This design comes from an exercise in tuning for small area and a short achievable clock period on the open sky130 flow, not from production work. Function was checked by simulation only, so behaviour that the tests miss may differ from the original.

==> run G: inputs <==
// j17_core
module j17_core (
  input         clk,
  input         rst,
  input  [31:0] instr,
  input  [17:0] sw,
  input         btn,
  output [31:0] pc,
  output [31:0] result,
  output [6:0]  display1,
  output [6:0]  display2,
  output [6:0]  display3
);
==> flow/config.mk <==
export PLATFORM = sky130hd
export DESIGN_NAME = j17_core
export DESIGN_NICKNAME = j17_core
export VERILOG_FILES = /design/flow/design.v
export SDC_FILE = /design/flow/constraint.sdc
export NUM_CORES = 4
export LEC_CHECK = 0
export ABC_AREA = 1
export CAP_MARGIN = 20
export CORE_MARGIN = 2
export CORE_UTILIZATION = 60
export PLACE_DENSITY = 0.72
export SLEW_MARGIN = 20
==> flow/constraint.sdc <==
create_clock -name core_clock -period 120.0 [get_ports {clk}]
set_input_delay 24.0000 -clock core_clock [delete_from_list [all_inputs] [get_ports {clk}]]
set_output_delay 24.0000 -clock core_clock [all_outputs]
set_load 0.01 [all_outputs]
run.sh (not shown) runs the stock make flow with config.mk's settings and CLKGATE_MAP_FILE= SYNTH_SCRIPT=/design/flow/synth_recipe.tcl, a recipe that flattens the netlist after the stock synthesis.
==> run X: changes against run G <==
--- a/flow/design.v
+++ b/flow/design.v
@@ -120,50 +120,50 @@
   assign hz2[24] = hz2[23] & ~b[7];
   assign hz2[25] = hz2[24] & ~b[6];
   assign hz2[26] = hz2[25] & ~b[5];
   assign hz2[27] = hz2[26] & ~b[4];
   assign hz2[28] = hz2[27] & ~b[3];
   assign hz2[29] = hz2[28] & ~b[2];
   assign hz2[30] = hz2[29] & ~b[1];
   assign hz2[31] = hz2[30] & ~b[0];
-  wire [33:0] b3 = m3;   
-  assign hz3[0] = ~b3[33] & ~b3[32];
-  assign hz3[1] = hz3[0] & ~b3[31];
-  assign hz3[2] = hz3[1] & ~b3[30];
-  assign hz3[3] = hz3[2] & ~b3[29];
-  assign hz3[4] = hz3[3] & ~b3[28];
-  assign hz3[5] = hz3[4] & ~b3[27];
-  assign hz3[6] = hz3[5] & ~b3[26];
-  assign hz3[7] = hz3[6] & ~b3[25];
-  assign hz3[8] = hz3[7] & ~b3[24];
-  assign hz3[9] = hz3[8] & ~b3[23];
-  assign hz3[10] = hz3[9] & ~b3[22];
-  assign hz3[11] = hz3[10] & ~b3[21];
-  assign hz3[12] = hz3[11] & ~b3[20];
-  assign hz3[13] = hz3[12] & ~b3[19];
-  assign hz3[14] = hz3[13] & ~b3[18];
-  assign hz3[15] = hz3[14] & ~b3[17];
-  assign hz3[16] = hz3[15] & ~b3[16];
-  assign hz3[17] = hz3[16] & ~b3[15];
-  assign hz3[18] = hz3[17] & ~b3[14];
-  assign hz3[19] = hz3[18] & ~b3[13];
-  assign hz3[20] = hz3[19] & ~b3[12];
-  assign hz3[21] = hz3[20] & ~b3[11];
-  assign hz3[22] = hz3[21] & ~b3[10];
-  assign hz3[23] = hz3[22] & ~b3[9];
-  assign hz3[24] = hz3[23] & ~b3[8];
-  assign hz3[25] = hz3[24] & ~b3[7];
-  assign hz3[26] = hz3[25] & ~b3[6];
-  assign hz3[27] = hz3[26] & ~b3[5];
-  assign hz3[28] = hz3[27] & ~b3[4];
-  assign hz3[29] = hz3[28] & ~b3[3];
-  assign hz3[30] = hz3[29] & ~b3[2];
-  assign hz3[31] = hz3[30] & ~b3[1];
-  assign hz3[32] = hz3[31] & ~b3[0];
+  wire [32:0] t3;
+  assign t3[0] = 1'b1;
+  assign t3[2] = ~b[1] & (~b[0] | t3[0]);
+  assign t3[4] = ~b[3] & (~b[2] | t3[2]);
+  assign t3[6] = ~b[5] & (~b[4] | t3[4]);
+  assign t3[8] = ~b[7] & (~b[6] | t3[6]);
+  assign t3[10] = ~b[9] & (~b[8] | t3[8]);
+  assign t3[12] = ~b[11] & (~b[10] | t3[10]);
+  assign t3[14] = ~b[13] & (~b[12] | t3[12]);
+  assign t3[16] = ~b[15] & (~b[14] | t3[14]);
+  assign t3[18] = ~b[17] & (~b[16] | t3[16]);
+  assign t3[20] = ~b[19] & (~b[18] | t3[18]);
+  assign t3[22] = ~b[21] & (~b[20] | t3[20]);
+  assign t3[24] = ~b[23] & (~b[22] | t3[22]);
+  assign t3[26] = ~b[25] & (~b[24] | t3[24]);
+  assign t3[28] = ~b[27] & (~b[26] | t3[26]);
+  assign t3[30] = ~b[29] & (~b[28] | t3[28]);
+  assign t3[32] = ~b[31] & (~b[30] | t3[30]);
+  assign hz3[0] = hz1[0] & t3[32];
+  assign hz3[2] = hz1[2] & t3[30];
+  assign hz3[4] = hz1[4] & t3[28];
+  assign hz3[6] = hz1[6] & t3[26];
+  assign hz3[8] = hz1[8] & t3[24];
+  assign hz3[10] = hz1[10] & t3[22];
+  assign hz3[12] = hz1[12] & t3[20];
+  assign hz3[14] = hz1[14] & t3[18];
+  assign hz3[16] = hz1[16] & t3[16];
+  assign hz3[18] = hz1[18] & t3[14];
+  assign hz3[20] = hz1[20] & t3[12];
+  assign hz3[22] = hz1[22] & t3[10];
+  assign hz3[24] = hz1[24] & t3[8];
+  assign hz3[26] = hz1[26] & t3[6];
+  assign hz3[28] = hz1[28] & t3[4];
+  assign hz3[30] = hz1[30] & t3[2];
   wire [31:0] r32 = div ? a : 32'd0;
   wire [2:0] g30_1_0, p30_1_0;
   assign g30_1_0[0] = div; assign p30_1_0[0] = 1'b0;
   assign g30_1_0[2:1] = r32[31:30] & x1[1:0];
   assign p30_1_0[2:1] = r32[31:30] ^ x1[1:0];
   wire gg30_1_0 = g30_1_0[1] | (p30_1_0[1] & g30_1_0[0]);
   wire pp30_1_0 = p30_1_0[1] & p30_1_0[0];
   wire gg30_1_1 = g30_1_0[2] | (p30_1_0[2] & gg30_1_0);
==> flow/flow/run.sh (new file) <==
#!/bin/bash
set -uo pipefail
bash standard.sh SETUP_SLACK_MARGIN=40 finish > flow_make.log 2>&1
status=$?
tail -n 40 flow_make.log
exit $status
==> flow/standard.sh (new file) <==
#!/bin/bash
# synth_recipe.tcl (not shown) runs the flow's synth.tcl, then flattens the netlist and writes it again
# the make line also repeats each setting of config.mk as NAME=value (left out here)
make -C /OpenROAD-flow-scripts/flow DESIGN_CONFIG=/design/flow/config.mk WORK_HOME=/design/flow/orfs CLKGATE_MAP_FILE= SYNTH_SCRIPT=/design/flow/synth_recipe.tcl "${@:-finish}"
CORE_UTILIZATION = 40   (was 60)
PLACE_DENSITY = 0.6   (was 0.72)
removed: flow/run.sh
==> run Z: changes against run G <==
--- a/flow/design.v
+++ b/flow/design.v
@@ -120,17 +120,17 @@
   assign hz2[24] = hz2[23] & ~b[7];
   assign hz2[25] = hz2[24] & ~b[6];
   assign hz2[26] = hz2[25] & ~b[5];
   assign hz2[27] = hz2[26] & ~b[4];
   assign hz2[28] = hz2[27] & ~b[3];
   assign hz2[29] = hz2[28] & ~b[2];
   assign hz2[30] = hz2[29] & ~b[1];
   assign hz2[31] = hz2[30] & ~b[0];
-  wire [33:0] b3 = m3;   
+  wire [33:0] b3 = {2'b00, b} + {1'b0, b, 1'b0};
   assign hz3[0] = ~b3[33] & ~b3[32];
   assign hz3[1] = hz3[0] & ~b3[31];
   assign hz3[2] = hz3[1] & ~b3[30];
   assign hz3[3] = hz3[2] & ~b3[29];
   assign hz3[4] = hz3[3] & ~b3[28];
   assign hz3[5] = hz3[4] & ~b3[27];
   assign hz3[6] = hz3[5] & ~b3[26];
   assign hz3[7] = hz3[6] & ~b3[25];
@@ -3836,17 +3836,17 @@
   wire [9:0]  sp1 = SP + 10'd1;
   wire [9:0]  adB = pop ? sp1 : rB[9:0];
   wire [31:0] mA = mrd(rA[9:0], D0, D1, D2, D5, D6, D7, D8, D9, D10, sw_word, bw);
   wire [31:0] mB = mrd(adB,     D0, D1, D2, D5, D6, D7, D8, D9, D10, sw_word, bw);
   wire [31:0] A = f ? mA : rA;
   wire [31:0] B = is_imm ? {{11{imm[20]}}, imm} : (f1 ? mB : rB);
   wire        sub = !c_add;
   wire [32:0] as = {1'b0, A} + {1'b0, B ^ {32{sub}}} + {32'd0, sub};
-  wire        eq = (as[31:0] == 32'd0);    
+  wire        eq = (A == B);
   wire        lt = !as[32];
   reg         cond;
   always @(*) begin
     case (cmp_sel)
       3'd0: cond = eq;
       3'd1: cond = lt;
       3'd2: cond = !lt && !eq;
       3'd3: cond = !eq;
CORE_UTILIZATION = 40   (was 60)
PLACE_DENSITY = 0.6   (was 0.72)
==> run H: changes against run G <==
--- a/flow/design.v
+++ b/flow/design.v
@@ -120,50 +120,50 @@
   assign hz2[24] = hz2[23] & ~b[7];
   assign hz2[25] = hz2[24] & ~b[6];
   assign hz2[26] = hz2[25] & ~b[5];
   assign hz2[27] = hz2[26] & ~b[4];
   assign hz2[28] = hz2[27] & ~b[3];
   assign hz2[29] = hz2[28] & ~b[2];
   assign hz2[30] = hz2[29] & ~b[1];
   assign hz2[31] = hz2[30] & ~b[0];
-  wire [33:0] b3 = m3;   
-  assign hz3[0] = ~b3[33] & ~b3[32];
-  assign hz3[1] = hz3[0] & ~b3[31];
-  assign hz3[2] = hz3[1] & ~b3[30];
-  assign hz3[3] = hz3[2] & ~b3[29];
-  assign hz3[4] = hz3[3] & ~b3[28];
-  assign hz3[5] = hz3[4] & ~b3[27];
-  assign hz3[6] = hz3[5] & ~b3[26];
-  assign hz3[7] = hz3[6] & ~b3[25];
-  assign hz3[8] = hz3[7] & ~b3[24];
-  assign hz3[9] = hz3[8] & ~b3[23];
-  assign hz3[10] = hz3[9] & ~b3[22];
-  assign hz3[11] = hz3[10] & ~b3[21];
-  assign hz3[12] = hz3[11] & ~b3[20];
-  assign hz3[13] = hz3[12] & ~b3[19];
-  assign hz3[14] = hz3[13] & ~b3[18];
-  assign hz3[15] = hz3[14] & ~b3[17];
-  assign hz3[16] = hz3[15] & ~b3[16];
-  assign hz3[17] = hz3[16] & ~b3[15];
-  assign hz3[18] = hz3[17] & ~b3[14];
-  assign hz3[19] = hz3[18] & ~b3[13];
-  assign hz3[20] = hz3[19] & ~b3[12];
-  assign hz3[21] = hz3[20] & ~b3[11];
-  assign hz3[22] = hz3[21] & ~b3[10];
-  assign hz3[23] = hz3[22] & ~b3[9];
-  assign hz3[24] = hz3[23] & ~b3[8];
-  assign hz3[25] = hz3[24] & ~b3[7];
-  assign hz3[26] = hz3[25] & ~b3[6];
-  assign hz3[27] = hz3[26] & ~b3[5];
-  assign hz3[28] = hz3[27] & ~b3[4];
-  assign hz3[29] = hz3[28] & ~b3[3];
-  assign hz3[30] = hz3[29] & ~b3[2];
-  assign hz3[31] = hz3[30] & ~b3[1];
-  assign hz3[32] = hz3[31] & ~b3[0];
+  wire [32:0] t3;
+  assign t3[0] = 1'b1;
+  assign t3[2] = ~b[1] & (~b[0] | t3[0]);
+  assign t3[4] = ~b[3] & (~b[2] | t3[2]);
+  assign t3[6] = ~b[5] & (~b[4] | t3[4]);
+  assign t3[8] = ~b[7] & (~b[6] | t3[6]);
+  assign t3[10] = ~b[9] & (~b[8] | t3[8]);
+  assign t3[12] = ~b[11] & (~b[10] | t3[10]);
+  assign t3[14] = ~b[13] & (~b[12] | t3[12]);
+  assign t3[16] = ~b[15] & (~b[14] | t3[14]);
+  assign t3[18] = ~b[17] & (~b[16] | t3[16]);
+  assign t3[20] = ~b[19] & (~b[18] | t3[18]);
+  assign t3[22] = ~b[21] & (~b[20] | t3[20]);
+  assign t3[24] = ~b[23] & (~b[22] | t3[22]);
+  assign t3[26] = ~b[25] & (~b[24] | t3[24]);
+  assign t3[28] = ~b[27] & (~b[26] | t3[26]);
+  assign t3[30] = ~b[29] & (~b[28] | t3[28]);
+  assign t3[32] = ~b[31] & (~b[30] | t3[30]);
+  assign hz3[0] = hz1[0] & t3[32];
+  assign hz3[2] = hz1[2] & t3[30];
+  assign hz3[4] = hz1[4] & t3[28];
+  assign hz3[6] = hz1[6] & t3[26];
+  assign hz3[8] = hz1[8] & t3[24];
+  assign hz3[10] = hz1[10] & t3[22];
+  assign hz3[12] = hz1[12] & t3[20];
+  assign hz3[14] = hz1[14] & t3[18];
+  assign hz3[16] = hz1[16] & t3[16];
+  assign hz3[18] = hz1[18] & t3[14];
+  assign hz3[20] = hz1[20] & t3[12];
+  assign hz3[22] = hz1[22] & t3[10];
+  assign hz3[24] = hz1[24] & t3[8];
+  assign hz3[26] = hz1[26] & t3[6];
+  assign hz3[28] = hz1[28] & t3[4];
+  assign hz3[30] = hz1[30] & t3[2];
   wire [31:0] r32 = div ? a : 32'd0;
   wire [2:0] g30_1_0, p30_1_0;
   assign g30_1_0[0] = div; assign p30_1_0[0] = 1'b0;
   assign g30_1_0[2:1] = r32[31:30] & x1[1:0];
   assign p30_1_0[2:1] = r32[31:30] ^ x1[1:0];
   wire gg30_1_0 = g30_1_0[1] | (p30_1_0[1] & g30_1_0[0]);
   wire pp30_1_0 = p30_1_0[1] & p30_1_0[0];
   wire gg30_1_1 = g30_1_0[2] | (p30_1_0[2] & gg30_1_0);
==> flow/flow/run.sh (new file) <==
#!/bin/bash
set -uo pipefail
bash standard.sh SETUP_SLACK_MARGIN=40 SETUP_MOVE_SEQUENCE=sizeup SKIP_PIN_SWAP=1 \
  SKIP_GATE_CLONING=1 finish > flow_make.log 2>&1
status=$?
tail -n 40 flow_make.log
exit $status
==> flow/standard.sh (new file) <==
#!/bin/bash
# synth_recipe.tcl (not shown) runs the flow's synth.tcl, then flattens the netlist and writes it again
# the make line also repeats each setting of config.mk as NAME=value (left out here)
make -C /OpenROAD-flow-scripts/flow DESIGN_CONFIG=/design/flow/config.mk WORK_HOME=/design/flow/orfs CLKGATE_MAP_FILE= SYNTH_SCRIPT=/design/flow/synth_recipe.tcl "${@:-finish}"
CORE_UTILIZATION = 40   (was 60)
PLACE_DENSITY = 0.6   (was 0.72)
removed: flow/run.sh
==> qor summary <==
                                                                                             run X                    run Z                    run G                    run H
Outcome                                                                    complete, no violations  complete, no violations  complete, no violations  complete, no violations
Sequential fraction of the synthesis area                                                   23.13%                   22.23%                   23.02%                   23.13%
Total half-perimeter wirelength after legalization and detailed placement                285300 um                296000 um                263700 um                285300 um
CP max stage delay                                                                          490 ps                   880 ps                  1070 ps                   600 ps
Non-clock buffers                                                                              643                      449                      403                      428
Die height                                                                                443.1 um                 451.9 um                 363.4 um                 443.1 um
Worst-path clk slew                                                                          70 ps                    60 ps                    60 ps                    70 ps
Iter 0 DRT Violations                                                                        10420                    11750                    13590                    10320
Portion of synthesized cell area occupied by the leading cell type                          21.18%                   20.36%                   21.08%                   21.18%
Initial DRT Pass Iterations                                                                      9                        7                       14                        9
Worst setup path startpoint                                                              instr[19]                instr[20]                instr[24]                instr[19]
Clock tree cell share of total cell area                                                    2.804%                   2.452%                   2.742%                   2.800%
Data arrival time of the worst path                                                       78080 ps                 97730 ps                 99850 ps                 77880 ps
Relative slew margins                                                                       10.48%                   15.41%                   11.59%                   11.96%
Clock buf count                                                                                 82                       72                       75                       82
Share of the synthesized area in compound gates (AO/OA/AOI/OAI)                             21.51%                   20.61%                   20.86%                   21.51%
Post-Synthesis Net Count                                                                     10730                    11340                    10800                    10730
Library cell contributing the largest single delay on the critical path                       ha_1                  nand4_1                  o21ai_0                  a21oi_4
Well Taps                                                                                     2526                     2656                     1662                     2526
Wirelength, routed                                                                       401600 um                406900 um                373200 um                399000 um
Hold Slack                                                                                568.3 ps                 581.2 ps                 546.2 ps                 562.6 ps
Number of buffers and inverters on the critical path                                            48                       59                       50                       48
WHS Endpoint                                                                    SP[0]$_SDFFE_PP0P_       SP[7]$_SDFFE_PP0P_       SP[9]$_SDFFE_PP0P_       SP[4]$_SDFFE_PP0P_
Maximum clock rate                                                                     0.01289 GHz              0.01028 GHz              0.01005 GHz              0.01290 GHz

## static timing again, ports no longer ideal
No port has a modelled driver above. Below, the same layouts with a new extraction and two added sets of constraints.
Step 1: set_driving_cell puts a clkbuf_16 on clk and a buf_2 on each other input, an assumption about the parent block.
Step 2 adds t to the input delays and takes it off the output delays; t is the mean of the earliest and latest rising clock arrival at the registers after step 1. Input paths then give back, and output paths get back, about the clock's delay inside the block.
Slacks: ideal / step 1 / step 2; pairs: ideal / step 1.
run | shift t [ns] | setup slack, ns | worst data-port slew with drivers (ns)
run G | 0.778 | 20.495 / 20.549 / 19.772 | 0.15
run X | 0.761 | 42.392 / 42.409 / 41.648 | 0.17
run Z | 0.754 | 22.759 / 22.807 / 22.053 | 0.09
run H | 0.756 | 42.492 / 42.490 / 41.734 | 0.16
After both steps every run listed still meets setup and hold. For run H, which loses most, drivers alone change the setup slack by -0.002 ns; drivers and shift together by -0.758 ns.
